Background: an optimization exercise with open tools, aiming at small area and a short achievable clock period. Do not read the settings as production practice.
Function was checked by simulation only, so behaviour that the tests miss may differ from the original.
Power figures rest on the tool's default switching activity, not on a simulated workload.

==> design/flow/design.v <==
module ALU (
    input logic [31:0] src1,
    input logic [31:0] src2,
    input logic [3:0] ctrl,
    output logic [31:0] result
);
    logic signed [63:0] mul_res_signed;
    logic signed [63:0] mul_res_hsu;
    logic [63:0] mul_res_unsigned;
    assign mul_res_signed = $signed(src1) * $signed(src2);
    assign mul_res_hsu = $signed(src1) * $signed({1'b0, src2});
    assign mul_res_unsigned = src1 * src2;
    always_comb begin
        case (ctrl)
            4'b0000: result = src1 + src2;                                           
            4'b0001: result = src1 - src2;                                           
            4'b0010: result = src1 << src2[4:0];                                     
            4'b0011: result = ($signed(src1) < $signed(src2)) ? 32'b1 : 32'b0;       
            4'b0100: result = (src1 < src2) ? 32'b1 : 32'b0;                         
            4'b0101: result = src1 ^ src2;                                           
            4'b0110: result = src1 >> src2[4:0];                                     
            4'b0111: result = $signed(src1) >>> src2[4:0];                           
            4'b1000: result = src1 | src2;                                           
            4'b1001: result = src1 & src2;                                           
            4'b1010: result = mul_res_signed[31:0];                                  
            4'b1011: result = mul_res_signed[63:32];                                 
            4'b1100: result = mul_res_hsu[63:32];                                    
            4'b1101: result = mul_res_unsigned[63:32];                               
            4'b1110: result = src2;                                                  
            default: result = 32'b0;
        endcase
    end
endmodule
module BranchPredictor (
    input logic clk,
    input logic rst_n,
    input logic [31:0] pc_id,
    output logic pred_taken,
    input logic update_en,                
    input logic [31:0] pc_ex,
    input logic actual_taken
);
    logic [1:0] counters [0:31]; 
    logic [4:0] read_index;
    logic [4:0] write_index;
    assign read_index = pc_id[6:2];       
    assign write_index = pc_ex[6:2];
    assign pred_taken = counters[read_index][1];
    always_ff @(posedge clk or negedge rst_n) begin
        if (!rst_n) begin
            for (int i = 0; i < 32; i++) 
                counters[i] <= 2'b01;  
        end else if (update_en) begin
            case (counters[write_index])
                2'b00: counters[write_index] <= (actual_taken) ? 2'b01 : 2'b00;
                2'b01: counters[write_index] <= (actual_taken) ? 2'b10 : 2'b00;
                2'b10: counters[write_index] <= (actual_taken) ? 2'b11 : 2'b01;
                2'b11: counters[write_index] <= (actual_taken) ? 2'b11 : 2'b10;
            endcase
        end
    end
endmodule
module CSR (
    input logic clk,
    input logic rst_n,
    input logic inst_retire, 
    input logic [11:0] csr_addr,
    input logic csr_write,       
    input logic [2:0] funct3,    
    input logic [31:0] wdata,    
    output logic [31:0] rdata    
);
    logic [63:0] cycle_counter;
    logic [63:0] instret_counter;
    localparam ADDR_CYCLE    = 12'hC00;
    localparam ADDR_CYCLEH   = 12'hC80;
    localparam ADDR_INSTRET  = 12'hC02;
    localparam ADDR_INSTRETH = 12'hC82;
    always_ff @(posedge clk or negedge rst_n) begin
        if (!rst_n) begin
            cycle_counter <= 64'b0;
        end else begin
            cycle_counter <= cycle_counter + 64'b1;
        end
    end
    always_ff @(posedge clk or negedge rst_n) begin
        if (!rst_n) begin
            instret_counter <= 64'b0;
        end else if (inst_retire) begin
            instret_counter <= instret_counter + 64'b1;
        end
    end
    always_comb begin
        case (csr_addr)
            ADDR_CYCLE:    rdata = cycle_counter[31:0];
            ADDR_CYCLEH:   rdata = cycle_counter[63:32];
            ADDR_INSTRET:  rdata = instret_counter[31:0];
            ADDR_INSTRETH: rdata = instret_counter[63:32];
            default:       rdata = 32'b0;
        endcase
    end
endmodule
module Controller (
    input logic [6:0] opcode,
    input logic [2:0] funct3,
    input logic [6:0] funct7,
    output logic reg_write,
    output logic [3:0] alu_ctrl,
    output logic alu_src_a,
    output logic alu_src_b,
    output logic [1:0] wb_src,   
    output logic data_read,
    output logic data_write,
    output logic [3:0] data_strb,
    output logic branch_taken,
    output logic csr_write,
    output logic [2:0] csr_op
);
    localparam R_TYPE = 7'b0110011;
    localparam I_TYPE = 7'b0010011;
    localparam LOAD   = 7'b0000011;
    localparam STORE  = 7'b0100011;
    localparam BRANCH = 7'b1100011;
    localparam JAL    = 7'b1101111;
    localparam JALR   = 7'b1100111;
    localparam LUI    = 7'b0110111;
    localparam AUIPC  = 7'b0010111;
    localparam SYSTEM = 7'b1110011;  
    logic [2:0] alu_op;
    always_comb begin
        reg_write = 0;
        alu_src_a = 0;
        alu_src_b = 0;
        wb_src = 0;
        data_read = 0;
        data_write = 0;
        branch_taken = 0;
        alu_op = 3'b000;
        data_strb = 4'b1111;
        csr_write = 0;
        csr_op = 3'b000;
        case (opcode)
            R_TYPE: begin
                reg_write = 1;
                alu_src_a = 0;
                alu_src_b = 0;
                wb_src = 0;
                alu_op = 3'b010;
                if (funct7[0]) alu_op = 3'b011;  
            end
            I_TYPE: begin
                reg_write = 1;
                alu_src_a = 0;
                alu_src_b = 1;
                wb_src = 0;
                alu_op = 3'b010;
            end
            LOAD: begin
                reg_write = 1;
                alu_src_a = 0;
                alu_src_b = 1;
                wb_src = 1;
                data_read = 1;
                alu_op = 3'b000;  
            end
            STORE: begin
                reg_write = 0;
                alu_src_a = 0;
                alu_src_b = 1;
                data_write = 1;
                alu_op = 3'b000;  
                case (funct3)
                    3'b000: data_strb = 4'b0001;  
                    3'b001: data_strb = 4'b0011;  
                    default: data_strb = 4'b1111;  
                endcase
            end
            BRANCH: begin
                branch_taken = 1;
                alu_src_a = 0;
                alu_src_b = 0;
                alu_op = 3'b001;
            end
            JAL: begin
                reg_write = 1;
                wb_src = 2;
                branch_taken = 1;
            end
            JALR: begin
                reg_write = 1;
                alu_src_a = 0;
                alu_src_b = 1;
                wb_src = 2;
                alu_op = 3'b000;
                branch_taken = 1;
            end
            LUI: begin
                reg_write = 1;
                alu_src_a = 0;  
                alu_src_b = 1;  
                wb_src = 0;
                alu_op = 3'b100;  
            end
            AUIPC: begin
                reg_write = 1;
                alu_src_a = 1;  
                alu_src_b = 1;  
                wb_src = 0;
                alu_op = 3'b000;  
            end
            SYSTEM: begin  
                reg_write = 1;  
                wb_src = 3;     
                csr_write = 1;  
                csr_op = funct3;
            end
            default: ;
        endcase
    end
    always_comb begin
        alu_ctrl = 4'b0000;
        case (alu_op)
            3'b000: alu_ctrl = 4'b0000;  
            3'b001: alu_ctrl = 4'b0001;  
            3'b010: begin  
                case (funct3)
                    3'b000: begin 
                        if (opcode == R_TYPE && funct7[5]) 
                            alu_ctrl = 4'b0001;  
                        else 
                            alu_ctrl = 4'b0000;  
                    end
                    3'b001: alu_ctrl = 4'b0010;  
                    3'b010: alu_ctrl = 4'b0011;  
                    3'b011: alu_ctrl = 4'b0100;  
                    3'b100: alu_ctrl = 4'b0101;  
                    3'b101: begin
                        if (funct7[5]) 
                            alu_ctrl = 4'b0111;  
                        else 
                            alu_ctrl = 4'b0110;  
                    end
                    3'b110: alu_ctrl = 4'b1000;  
                    3'b111: alu_ctrl = 4'b1001;  
                    default: alu_ctrl = 4'b0000;
                endcase
            end
            3'b011: begin  
                case (funct3)
                    3'b000: alu_ctrl = 4'b1010;  
                    3'b001: alu_ctrl = 4'b1011;  
                    3'b010: alu_ctrl = 4'b1100;  
                    3'b011: alu_ctrl = 4'b1101;  
                    default: alu_ctrl = 4'b0000;
                endcase
            end
            3'b100: alu_ctrl = 4'b1110;  
            default: alu_ctrl = 4'b0000;
        endcase
    end
endmodule
module Forwarding (
    input logic [4:0] rs1_id_ex,
    input logic [4:0] rs2_id_ex,
    input logic [4:0] rd_ex_mem,
    input logic reg_write_ex_mem,
    input logic [4:0] rd_mem_wb,
    input logic reg_write_mem_wb,
    output logic [1:0] forward_a,
    output logic [1:0] forward_b
);
    always_comb begin
        forward_a = 2'b00;
        forward_b = 2'b00;
        if (reg_write_ex_mem && (rd_ex_mem != 5'b0) && (rd_ex_mem == rs1_id_ex)) begin
            forward_a = 2'b10;
        end else if (reg_write_mem_wb && (rd_mem_wb != 5'b0) && (rd_mem_wb == rs1_id_ex)) begin
            forward_a = 2'b01;
        end
        if (reg_write_ex_mem && (rd_ex_mem != 5'b0) && (rd_ex_mem == rs2_id_ex)) begin
            forward_b = 2'b10;
        end else if (reg_write_mem_wb && (rd_mem_wb != 5'b0) && (rd_mem_wb == rs2_id_ex)) begin
            forward_b = 2'b01;
        end
    end
endmodule
module Hazard (
    input logic [4:0] rs1_if_id,
    input logic [4:0] rs2_if_id,
    input logic [4:0] rd_id_ex,
    input logic mem_read_id_ex,
    input logic mispredict,  
    output logic stall_if_id,
    output logic stall_pc,
    output logic flush_if_id,
    output logic flush_id_ex
);
    logic load_use_hazard;
    always_comb begin
        load_use_hazard = mem_read_id_ex && ((rd_id_ex == rs1_if_id) || (rd_id_ex == rs2_if_id));
        stall_if_id = load_use_hazard;
        stall_pc    = load_use_hazard;
        flush_if_id = mispredict; 
        flush_id_ex = load_use_hazard || mispredict;
    end
endmodule
module ID_Register (
    input logic clk,
    input logic rst_n,
    input logic reg_write,
    input logic [4:0] rs1_addr,
    input logic [4:0] rs2_addr,
    input logic [4:0] rd_addr,
    input logic [31:0] rd_data,
    output logic [31:0] rs1_data,
    output logic [31:0] rs2_data
);
    logic [31:0] regs [0:31];
    integer i;
    assign rs1_data = (rs1_addr == 5'b0) ? 32'b0 : regs[rs1_addr];
    assign rs2_data = (rs2_addr == 5'b0) ? 32'b0 : regs[rs2_addr];
    always_ff @(posedge clk or negedge rst_n) begin
        if (!rst_n) begin
            for (i = 0; i < 32; i = i + 1) begin
                regs[i] <= 32'b0;
            end
        end else if (reg_write && (rd_addr != 5'b0)) begin
            regs[rd_addr] <= rd_data;
        end
    end
endmodule
module ImmGen (
    input logic [31:0] instr,
    output logic [31:0] imm
);
    logic [6:0] opcode;
    assign opcode = instr[6:0];
    always_comb begin
        case (opcode)
            7'b0010011, 7'b0000011, 7'b1100111: 
                imm = {{20{instr[31]}}, instr[31:20]};
            7'b0100011: 
                imm = {{20{instr[31]}}, instr[31:25], instr[11:7]};
            7'b1100011: 
                imm = {{20{instr[31]}}, instr[7], instr[30:25], instr[11:8], 1'b0};
            7'b0110111, 7'b0010111: 
                imm = {instr[31:12], 12'b0};
            7'b1101111: 
                imm = {{12{instr[31]}}, instr[19:12], instr[20], instr[30:21], 1'b0};
            default: 
                imm = 32'b0;
        endcase
    end
endmodule
module PC (
    input logic clk,
    input logic rst_n,
    input logic pc_write,
    input logic [31:0] pc_next,
    output logic [31:0] pc_curr
);
    always_ff @(posedge clk or negedge rst_n) begin
        if (!rst_n) begin
            pc_curr <= 32'b0;
        end else if (pc_write) begin
            pc_curr <= pc_next;
        end
    end
endmodule
module CPU (
    input logic clk,
    input logic rst_n,
    output logic [31:0] pc_out,
    input logic [31:0] instr_in,
    input logic wait_imem,
    output logic [31:0] data_addr,
    output logic [31:0] data_in,
    input logic [31:0] data_out,
    output logic [3:0] data_strb,
    output logic data_read,
    output logic data_write,
    input logic wait_dmem
);
    logic stall_pipeline;
    assign stall_pipeline = wait_imem | wait_dmem;
    logic [31:0] pc_curr, pc_next;
    logic [31:0] pc_if_id;
    logic [31:0] instr_if_id;
    logic stall_if_id, stall_pc;
    logic flush_if_id, flush_id_ex;
    logic mispredict;
    logic [31:0] pc_correct_ex; 
    logic pred_taken_id;
    logic [31:0] pred_target_id;
    logic id_redirect; 
    logic pc_write_enable;
    assign pc_write_enable = !stall_pipeline && !stall_pc;
    always_comb begin
        if (mispredict) 
            pc_next = pc_correct_ex;
        else if (id_redirect)
            pc_next = pred_target_id;
        else
            pc_next = pc_curr + 4;
    end
    PC i_PC (
        .clk(clk),
        .rst_n(rst_n),
        .pc_write(pc_write_enable),
        .pc_next(pc_next),
        .pc_curr(pc_curr)
    );
    assign pc_out = pc_curr;
    always_ff @(posedge clk or negedge rst_n) begin
        if (!rst_n) begin
            pc_if_id <= 32'b0;
            instr_if_id <= 32'b0;
        end else if (!stall_pipeline) begin
            if (flush_if_id || id_redirect) begin
                pc_if_id <= 32'b0;
                instr_if_id <= 32'b0; 
            end else if (!stall_if_id) begin
                pc_if_id <= pc_curr;
                instr_if_id <= instr_in;
            end
        end
    end
    logic [31:0] rs1_data_id, rs2_data_id;
    logic [31:0] imm_id;
    logic [4:0]  rs1_addr_id, rs2_addr_id, rd_addr_id;
    logic [6:0]  opcode_id; 
    logic [6:0]  funct7_id;
    logic [2:0]  funct3_id;
    logic       reg_write_id, mem_read_id, mem_write_id;
    logic       alu_src_a_id, alu_src_b_id;
    logic [3:0] alu_ctrl_id; 
    logic       branch_id;
    logic       jump_id;
    logic [1:0] wb_src_id;
    logic       csr_write_id;
    logic [2:0] csr_op_id;
    logic [3:0] data_strb_id;
    logic [31:0] rs1_rf_id, rs2_rf_id;
    logic [31:0] wb_data_wb;
    logic [4:0]  rd_addr_wb;
    logic        reg_write_wb;
    assign opcode_id   = instr_if_id[6:0];
    assign rd_addr_id  = instr_if_id[11:7];
    assign funct3_id   = instr_if_id[14:12];
    assign rs1_addr_id = instr_if_id[19:15];
    assign rs2_addr_id = instr_if_id[24:20];
    assign funct7_id   = instr_if_id[31:25];
    ID_Register i_ID_Register (
        .clk(clk),
        .rst_n(rst_n),
        .reg_write(reg_write_wb && !stall_pipeline),
        .rs1_addr(rs1_addr_id),
        .rs2_addr(rs2_addr_id),
        .rd_addr(rd_addr_wb),
        .rd_data(wb_data_wb),
        .rs1_data(rs1_rf_id),
        .rs2_data(rs2_rf_id)
    );
    assign rs1_data_id = (reg_write_wb && (rd_addr_wb != 5'b0) && (rd_addr_wb == rs1_addr_id)) ? wb_data_wb : rs1_rf_id;
    assign rs2_data_id = (reg_write_wb && (rd_addr_wb != 5'b0) && (rd_addr_wb == rs2_addr_id)) ? wb_data_wb : rs2_rf_id;
    ImmGen i_ImmGen (
        .instr(instr_if_id),
        .imm(imm_id)
    );
    Controller i_Controller (
        .opcode(opcode_id),
        .funct3(funct3_id),
        .funct7(funct7_id),
        .reg_write(reg_write_id),
        .alu_ctrl(alu_ctrl_id),
        .alu_src_a(),
        .alu_src_b(alu_src_b_id),
        .wb_src(wb_src_id),
        .data_read(mem_read_id),
        .data_write(mem_write_id),
        .data_strb(data_strb_id),
        .branch_taken(jump_id),
        .csr_write(csr_write_id),
        .csr_op(csr_op_id)
    );
    assign branch_id = (opcode_id == 7'b1100011);
    assign alu_src_a_id = (opcode_id == 7'b0010111) || (opcode_id == 7'b1101111);
    logic is_jal_id, is_jalr_id;
    assign is_jal_id  = (opcode_id == 7'b1101111);
    assign is_jalr_id = (opcode_id == 7'b1100111);
    logic actual_taken_ex;
    logic [31:0] pc_ex;
    logic branch_ex_valid;
    BranchPredictor i_BP (
        .clk(clk),
        .rst_n(rst_n),
        .pc_id(pc_if_id),
        .pred_taken(pred_taken_id),
        .update_en(branch_ex_valid), 
        .pc_ex(pc_ex),
        .actual_taken(actual_taken_ex)
    );
    assign pred_target_id = pc_if_id + imm_id;
    always_comb begin
        id_redirect = 1'b0;
        if (stall_if_id) begin
            id_redirect = 1'b0;  
        end else if (is_jal_id) begin
            id_redirect = 1'b1;
        end else if (branch_id && pred_taken_id) begin
            id_redirect = 1'b1;
        end
    end
    logic [31:0] rs1_data_ex, rs2_data_ex;
    logic [31:0] imm_ex;
    logic [4:0]  rs1_addr_ex, rs2_addr_ex, rd_addr_ex;
    logic [3:0]  alu_ctrl_ex;
    logic        reg_write_ex, mem_read_ex, mem_write_ex;
    logic        alu_src_a_ex, alu_src_b_ex;
    logic        branch_ex, jal_ex, jalr_ex;
    logic [1:0]  wb_src_ex;
    logic [2:0]  funct3_ex;
    logic        csr_write_ex;
    logic [2:0]  csr_op_ex;
    logic [3:0]  data_strb_ex;
    logic        pred_taken_ex; 
    always_ff @(posedge clk or negedge rst_n) begin
        if (!rst_n) begin
            reg_write_ex <= 0;
            mem_read_ex <= 0; mem_write_ex <= 0;
            branch_ex <= 0; jal_ex <= 0; jalr_ex <= 0;
            pc_ex <= 0;
            imm_ex <= 0;
            rs1_data_ex <= 0; rs2_data_ex <= 0;
            rs1_addr_ex <= 0; rs2_addr_ex <= 0; rd_addr_ex <= 0;
            alu_ctrl_ex <= 0; alu_src_a_ex <= 0; alu_src_b_ex <= 0; wb_src_ex <= 0;
            funct3_ex <= 0;
            csr_write_ex <= 0;
            csr_op_ex <= 0;
            data_strb_ex <= 0;
            pred_taken_ex <= 0;
        end else if (!stall_pipeline) begin
            if (flush_id_ex) begin
                reg_write_ex <= 0;
                mem_read_ex <= 0; mem_write_ex <= 0;
                branch_ex <= 0; jal_ex <= 0; jalr_ex <= 0;
                pc_ex <= 0;
                imm_ex <= 0;
                rs1_data_ex <= 0; rs2_data_ex <= 0;
                rs1_addr_ex <= 0; rs2_addr_ex <= 0; rd_addr_ex <= 0;
                alu_ctrl_ex <= 0; alu_src_a_ex <= 0; alu_src_b_ex <= 0; wb_src_ex <= 0;
                funct3_ex <= 0;
                csr_write_ex <= 0;
                csr_op_ex <= 0;
                data_strb_ex <= 0;
                pred_taken_ex <= 0;
            end else begin
                reg_write_ex <= reg_write_id;
                mem_read_ex  <= mem_read_id;
                mem_write_ex <= mem_write_id;
                branch_ex    <= branch_id;
                jal_ex       <= is_jal_id;
                jalr_ex      <= is_jalr_id;
                wb_src_ex    <= wb_src_id;
                alu_src_a_ex <= alu_src_a_id;
                alu_src_b_ex <= alu_src_b_id;
                alu_ctrl_ex  <= alu_ctrl_id;
                csr_write_ex <= csr_write_id;
                csr_op_ex    <= csr_op_id;
                data_strb_ex <= data_strb_id;
                pc_ex        <= pc_if_id;
                imm_ex       <= imm_id;
                rs1_data_ex  <= rs1_data_id;
                rs2_data_ex  <= rs2_data_id;
                rs1_addr_ex  <= rs1_addr_id;
                rs2_addr_ex  <= rs2_addr_id;
                rd_addr_ex   <= rd_addr_id;
                funct3_ex    <= funct3_id;
                pred_taken_ex <= (branch_id && pred_taken_id); 
            end
        end
    end
    logic [1:0] forward_a, forward_b;
    logic [31:0] alu_in_a_temp, alu_in_a;
    logic [31:0] alu_in_b_temp, alu_in_b;
    logic [31:0] alu_result_ex;
    logic [31:0] alu_result_mem;
    logic [31:0] csr_rdata_ex;
    always_comb begin
        case (forward_a)
            2'b00: alu_in_a_temp = rs1_data_ex;
            2'b10: alu_in_a_temp = alu_result_mem; 
            2'b01: alu_in_a_temp = wb_data_wb;    
            default: alu_in_a_temp = rs1_data_ex;
        endcase
        case (forward_b)
            2'b00: alu_in_b_temp = rs2_data_ex;
            2'b10: alu_in_b_temp = alu_result_mem;
            2'b01: alu_in_b_temp = wb_data_wb;
            default: alu_in_b_temp = rs2_data_ex;
        endcase
        alu_in_a = (alu_src_a_ex) ? pc_ex : alu_in_a_temp;
        alu_in_b = (alu_src_b_ex) ? imm_ex : alu_in_b_temp;
    end
    ALU i_ALU (
        .src1(alu_in_a),
        .src2(alu_in_b),
        .ctrl(alu_ctrl_ex), 
        .result(alu_result_ex) 
    );
    logic [31:0] store_data_aligned;
    logic [3:0]  data_strb_aligned;
    always_comb begin
        store_data_aligned = alu_in_b_temp; 
        data_strb_aligned  = data_strb_ex;
        case (alu_result_ex[1:0])
            2'b00: begin 
                store_data_aligned = alu_in_b_temp;
                data_strb_aligned  = data_strb_ex;
            end
            2'b01: begin 
                store_data_aligned = alu_in_b_temp << 8;
                data_strb_aligned  = data_strb_ex << 1;
            end
            2'b10: begin 
                store_data_aligned = alu_in_b_temp << 16;
                data_strb_aligned  = data_strb_ex << 2;
            end
            2'b11: begin 
                store_data_aligned = alu_in_b_temp << 24;
                data_strb_aligned  = data_strb_ex << 3;
            end
        endcase
    end
    logic inst_retire_wb;
    CSR i_CSR (
        .clk(clk),
        .rst_n(rst_n),
        .inst_retire(inst_retire_wb),
        .csr_addr(imm_ex[11:0]), 
        .csr_write(csr_write_ex),
        .funct3(csr_op_ex),
        .wdata(alu_in_a_temp), 
        .rdata(csr_rdata_ex)
    );
    always_comb begin
        actual_taken_ex = 1'b0;
        mispredict = 1'b0;
        pc_correct_ex = pc_ex + 4;
        branch_ex_valid = branch_ex;
        if (jalr_ex) begin
            actual_taken_ex = 1'b1;
            pc_correct_ex = alu_result_ex;
            mispredict = 1'b1; 
        end else if (branch_ex) begin
            case (funct3_ex)
                3'b000: actual_taken_ex = (alu_in_a_temp == alu_in_b_temp);  
                3'b001: actual_taken_ex = (alu_in_a_temp != alu_in_b_temp);  
                3'b100: actual_taken_ex = ($signed(alu_in_a_temp) < $signed(alu_in_b_temp));  
                3'b101: actual_taken_ex = ($signed(alu_in_a_temp) >= $signed(alu_in_b_temp));  
                3'b110: actual_taken_ex = (alu_in_a_temp < alu_in_b_temp);  
                3'b111: actual_taken_ex = (alu_in_a_temp >= alu_in_b_temp);  
                default: actual_taken_ex = 1'b0;
            endcase
            if (actual_taken_ex != pred_taken_ex) begin
                mispredict = 1'b1;
                if (actual_taken_ex) 
                    pc_correct_ex = pc_ex + imm_ex;
                else 
                    pc_correct_ex = pc_ex + 4;
            end
        end
    end
    logic reg_write_mem, mem_read_mem, mem_write_mem;
    logic [1:0] wb_src_mem;
    logic [31:0] store_data_mem;
    logic [4:0] rd_addr_mem;
    logic [31:0] pc_plus_4_mem;
    logic [31:0] csr_rdata_mem;
    logic [3:0] data_strb_mem;
    logic [2:0] funct3_mem;
    always_ff @(posedge clk or negedge rst_n) begin
        if (!rst_n) begin
            reg_write_mem <= 0;
            mem_read_mem <= 0; mem_write_mem <= 0;
            wb_src_mem <= 0;
            alu_result_mem <= 0; store_data_mem <= 0;
            rd_addr_mem <= 0;
            pc_plus_4_mem <= 0;
            csr_rdata_mem <= 0;
            data_strb_mem <= 0;
            funct3_mem <= 0;
        end else if (!stall_pipeline) begin
            reg_write_mem <= reg_write_ex;
            mem_read_mem  <= mem_read_ex;
            mem_write_mem <= mem_write_ex;
            wb_src_mem    <= wb_src_ex;
            alu_result_mem <= alu_result_ex;
            store_data_mem <= store_data_aligned; 
            rd_addr_mem    <= rd_addr_ex;
            pc_plus_4_mem  <= pc_ex + 4;
            csr_rdata_mem  <= csr_rdata_ex;
            data_strb_mem  <= data_strb_aligned;
            funct3_mem     <= funct3_ex;
        end
    end
    assign data_addr  = alu_result_mem;
    assign data_in    = store_data_mem;
    assign data_read  = mem_read_mem;
    assign data_write = mem_write_mem;
    assign data_strb  = data_strb_mem;
    logic [31:0] load_shifted;
    logic [31:0] load_data_mem;
    assign load_shifted = data_out >> {alu_result_mem[1:0], 3'b000};
    always_comb begin
        case (funct3_mem[1:0])
            2'b00:   load_data_mem = {{24{load_shifted[7] & !funct3_mem[2]}}, load_shifted[7:0]};
            2'b01:   load_data_mem = {{16{load_shifted[15] & !funct3_mem[2]}}, load_shifted[15:0]};
            default: load_data_mem = data_out;
        endcase
    end
    logic [1:0] wb_src_wb;
    logic [31:0] alu_result_wb;
    logic [31:0] read_data_wb;
    logic [31:0] pc_plus_4_wb;
    logic [31:0] csr_rdata_wb;
    always_ff @(posedge clk or negedge rst_n) begin
        if (!rst_n) begin
            reg_write_wb <= 0;
            wb_src_wb <= 0;
            alu_result_wb <= 0;
            read_data_wb <= 0;
            rd_addr_wb <= 0;
            pc_plus_4_wb <= 0;
            csr_rdata_wb <= 0;
            inst_retire_wb <= 0;
        end else if (!stall_pipeline) begin
            reg_write_wb <= reg_write_mem;
            wb_src_wb    <= wb_src_mem;
            rd_addr_wb   <= rd_addr_mem;
            alu_result_wb <= alu_result_mem;
            read_data_wb  <= load_data_mem;
            pc_plus_4_wb  <= pc_plus_4_mem;
            csr_rdata_wb  <= csr_rdata_mem;
            inst_retire_wb <= (pc_plus_4_mem != 0);
        end
    end
    always_comb begin
        case (wb_src_wb)
            2'b00: wb_data_wb = alu_result_wb;
            2'b01: wb_data_wb = read_data_wb;
            2'b10: wb_data_wb = pc_plus_4_wb;
            2'b11: wb_data_wb = csr_rdata_wb; 
            default: wb_data_wb = 32'b0;
        endcase
    end
    Forwarding i_Forwarding (
        .rs1_id_ex(rs1_addr_ex),
        .rs2_id_ex(rs2_addr_ex),
        .rd_ex_mem(rd_addr_mem),
        .reg_write_ex_mem(reg_write_mem),
        .rd_mem_wb(rd_addr_wb),
        .reg_write_mem_wb(reg_write_wb),
        .forward_a(forward_a),
        .forward_b(forward_b)
    );
    Hazard i_Hazard (
        .rs1_if_id(rs1_addr_id),
        .rs2_if_id(rs2_addr_id),
        .rd_id_ex(rd_addr_ex),
        .mem_read_id_ex(mem_read_ex),
        .mispredict(mispredict), 
        .stall_if_id(stall_if_id),
        .stall_pc(stall_pc),
        .flush_if_id(flush_if_id),
        .flush_id_ex(flush_id_ex)
    );
endmodule
==> design/flow/run.sh <==
#!/bin/bash
# synth_recipe.tcl (not shown) runs the flow's synth.tcl, then flattens the netlist and writes it again
# the make line also repeats each setting of config.mk as NAME=value (left out here)
make -C /OpenROAD-flow-scripts/flow DESIGN_CONFIG=/design/flow/config.mk WORK_HOME=/design/flow/orfs CLKGATE_MAP_FILE= SYNTH_SCRIPT=/design/flow/synth_recipe.tcl finish
==> design/flow/config.mk <==
export PLATFORM = sky130hd
export DESIGN_NAME = CPU
export DESIGN_NICKNAME = CPU
export VERILOG_FILES = /design/flow/design.v
export SDC_FILE = /design/flow/constraint.sdc
export NUM_CORES = 8
export LEC_CHECK = 0
export CAP_MARGIN = 20
export CORE_MARGIN = 2
export CORE_UTILIZATION = 40
export SLEW_MARGIN = 20
==> design/flow/constraint.sdc <==
create_clock -name core_clock -period 16.0 [get_ports {clk}]
set_input_delay 3.2000 -clock core_clock [delete_from_list [all_inputs] [get_ports {clk}]]
set_output_delay 3.2000 -clock core_clock [all_outputs]
set_load 0.01 [all_outputs]
==> results_dict.tcl <==
set metrics [dict create \
    status "timing/DRC/antenna clean" \
    drc 0 \
    busiest_layer "met2" \
    clk_latency_ns 0.91 \
    cts.sinks 1725 \
    crit_slowest_cell "a2111oi_0" \
    firstDrtPassIters 13 \
    worst-setup-path-type "flip-flop to flip-flop" \
    slew_viol_final 0 \
    dp_hpwl_um 630000 \
    total_power_w 0.0241 \
    hp-class "flip-flop to flip-flop" \
    vias 152484 \
    cp-start-kind "flip-flop" \
    fin_crit_sh 0.892 \
    postSynthCellCount 18865 \
    grt-ovfl-total 0 \
    required_ns 16.72 \
    wirelength_um 865000 \
    cts_max_path_buffers 4 \
    holdWs_ns 0.454 \
    yosys.area.top_type "fa_1" \
    slew_headroom 0.118 \
    cp_slowest_stage_delay_ns 1.02 \
    fmax_mhz 70.1 \
    ioPinCount 170 \
    clk_pin_slew_ns 0.06 \
    numCtsBuffers 172 \
    synth_edf_count 0 \
    period_needed_ns 14.27 \
    grt_setup_unrepaired "no" \
    antenna_found_initial 77 \
    grt_pass1_wl_um 1200000 \
    area_growth_pct 9.27 \
    die-area_sq_um 435000 \
    worst_slack_ns 1.73 \
    ys_ff_latch 1725 \
    fp-row-count 240 \
    core_area_sq_um 428000 \
    dpl_cell_area_sq_um 182000 \
    wl_per_cell_um 35.4 \
    htreeDepth 4 \
    post_cts_buffers 0 \
    setup_tns_ns 0 \
    synthFlopType "dfrtp_1" \
    grt_util_met2 0.580 \
    finClkSkew_ns 0.0886 \
    ys_types 104 \
    fin_area_sq_um 188000 \
    numPortBuffers 169 \
    syn_nets 22073 \
    via_per_inst 6.24 \
    globalplace.congestion 1.06 \
    arrival_ns 14.99 \
    drive_gt1_frac 0.0696 \
    power.density_nw_per_um2 128 \
    met3_usage 0.116 \
    place_ws_ns 2.00 \
    worstSetupEndpointType "flip-flop" \
    nNetsFinal 21797 \
    cts_tree "yes" \
    track_usage 0.393 \
    initial_core_util 0.402 \
    cp_common_cell "fa_1" \
    grt_max_degree 200 \
    setup_viol 0 \
    cap_viol_max_count 0 \
    drtIter0Drc 20325 \
    die_h_um 660 \
    leakagePower_nw 89.7 \
    ys_seq_area_frac 0.251 \
    ys_warn_count 12 \
    cts-hold-fix-buffers 0 \
    worst_pin_slew_ns 1.32 \
    syn-cell-area_sq_um 172000 \
    cts_resized 0 \
    irDropWorstVdd_mv 0.116 \
    worstPathMaxFanout 16 \
    ant_nets 0 \
    grtUsageMet1 0.469 \
    synth.top_cell.area_share 0.266 \
    die_w_um 660 \
    final-hold-violation-count 0 \
    ys_top_cells_by_area "fa_1, dfrtp_1, ha_1, nand2_1, inv_1" \
    synthArstFlopShare 1.00 \
    syn_avg_cell_area_sq_um 9.11 \
    grt_pass1_vias 153513 \
    root_buffer "clkbuf_16" \
]
==> metal layers <==
| metal | up-vias | wire (um) |
|---|---|---|
| li1 | 62103 | - |
| met1 | 76443 | 304000 |
| met2 | 10428 | 367000 |
| met3 | 3476 | 99600 |
| met4 | 34 | 93500 |
| met5 | - | 460 |
==> cell usage after synthesis (24+ instances only) <==
| master | n |
|---|---|
| a211oi_1 | 62 |
| a21o_1 | 140 |
| a21oi_1 | 486 |
| a221oi_1 | 287 |
| a222oi_1 | 69 |
| a22o_1 | 381 |
| a22oi_1 | 462 |
| a31oi_1 | 92 |
| and2_1 | 24 |
| and3_1 | 105 |
| buf_1 | 104 |
| buf_2 | 46 |
| buf_4 | 28 |
| clkbuf_1 | 949 |
| dfrtp_1 | 1693 |
| dfstp_2 | 32 |
| fa_1 | 2283 |
| ha_1 | 857 |
| inv_1 | 2794 |
| mux2_2 | 128 |
| mux2i_1 | 256 |
| nand2_1 | 2811 |
| nand2b_1 | 44 |
| nand3_1 | 260 |
| nand4_1 | 217 |
| nor2_1 | 1049 |
| nor2b_1 | 56 |
| nor3_1 | 234 |
| nor4_1 | 47 |
| o211ai_1 | 64 |
| o21a_1 | 55 |
| o21ai_0 | 1514 |
| o21ai_1 | 71 |
| o21bai_1 | 45 |
| o221ai_1 | 64 |
| o22ai_1 | 121 |
| o31ai_1 | 45 |
| or3_1 | 28 |
| xnor2_1 | 279 |
| xor2_1 | 126 |
==> power by group <==
part,internal [W],switching (W)
combinational,0.00450,0.0100
clock,0.00239,0.00189
sequential,0.00467,0.000626
total,0.0116,0.0125
==> sequential cells by signal, summed over array words and instances (netlist names), 64 cells and up <==
name,flops
i_CSR.cycle_counter,64
i_CSR.instret_counter,64
i_ID_Register.regs,992
i_BP.counters,64
==> cells by family after synthesis <==
group                      Yosys count  share of synthesized area
and+or+nand+nor                   4997                      0.123
buffers and inverters             3968                     0.0881
adders and majority gates         3142                      0.328
DFF                               1725                      0.251
xor gates and xnor gates           405                     0.0206
AOI/OAI and AO/OA                 4234                      0.164
muxes                              394                     0.0243
==> per-stage QoR <==
| step | utilization | instances |
|---|---|---|
| finish | 0.439 | 24449 |
| global route | 0.439 | 24410 |
| CTS | 0.439 | 24397 |
| detailed placement | 0.425 | 24099 |
| global placement | 0.425 | 24099 |
| floorplan | - | 18865 |
==> cell usage in the layout, fill, tap and decap left out, types with 124 or more instances in the layout <==
| cell | count |
|---|---|
| fa_1 | 2282 |
| dfrtp_1 | 1689 |
| ha_1 | 857 |
| a21oi_1 | 484 |
| a22oi_1 | 462 |
| clkdlybuf4s50_1 | 168 |
| nor2_1 | 977 |
| nor3_1 | 218 |
| a22o_1 | 381 |
| inv_1 | 2775 |
| nand2_1 | 2788 |
| mux2i_1 | 254 |
| nand3_1 | 252 |
| mux2_2 | 128 |
| o21ai_0 | 1508 |
| clkbuf_16 | 177 |
| a21o_1 | 140 |
| buf_4 | 492 |
| a221oi_1 | 287 |
| xnor2_1 | 276 |
| xor2_1 | 124 |
| nand4_1 | 217 |
==> final timing paths <==
kind                                          startpoint                                      to  slack, ns  cells after the start
max                            rd_addr_wb[0]$_DFFE_PN0N_          alu_result_mem[23]$_DFFE_PN0N_       1.73                     36
min                        csr_rdata_mem[26]$_DFFE_PN0N_            csr_rdata_wb[26]$_DFFE_PN0N_       0.45                      2
max reg2reg                    rd_addr_wb[0]$_DFFE_PN0N_          alu_result_mem[23]$_DFFE_PN0N_       1.73                     36
min reg2reg                csr_rdata_mem[26]$_DFFE_PN0N_            csr_rdata_wb[26]$_DFFE_PN0N_       0.45                      2
max in group asynchronous                          rst_n           alu_result_mem[4]$_DFFE_PN0N_      10.52                      4
min in group asynchronous                          rst_n  i_ID_Register.regs[26][18]$_DFFE_PN0P_       2.29                      1
==> cell type report <==
cell class	count	area (sq um)
fillers	42313	240000
multi-input cells	13172	115000
flip-flops and latches	1725	43200
inverters	2830	10600
well taps	5687	7120
repair buffers	688	5940
clock buffers	248	5070
clock inverters	50	607
diodes	49	123
==> critical path: cells and delay by family, from the launching register on <==
family,cells,cell delay [ns]
adder cells (fa/ha/maj),9,4.36
AO/OA/AOI/OAI,10,3.44
AND/OR/NAND/NOR,8,2.71
buffers and inverters,8,1.74
XOR/XNOR,1,0.95
flip-flops,1,0.85
Testbench counts, summed over its fixed seeds: kcycles 498.

## port drivers added, routing unchanged
The flow's constraints put no driver on any port. The routed layout listed below was extracted and timed again, unchanged, in two steps. Step 1 (the two cells are an assumption about what drives the block):
set clk [get_ports {clk}]
set_driving_cell -lib_cell sky130_fd_sc_hd__clkbuf_16 $clk
set_driving_cell -lib_cell sky130_fd_sc_hd__buf_2 [delete_from_list [all_inputs] $clk]
Step 2, shift: input delay + t, output delay - t, t = (earliest + latest rising clock arrival at the registers) / 2. This alone moves slack from input paths to output paths. a / b / c = ideal ports / drivers / drivers and shift; a / b = the first two.
t, ns: 0.949
setup WS [ns]: 1.729 / 1.729 / 1.729
hold WS [ns]: 0.454 / 0.454 / 0.454
worst slew at a driven data input, ns: 0.08
After both steps this run still meets setup and hold. For this run, drivers alone change the setup slack by 0.000 ns; drivers and shift together by 0.000 ns.
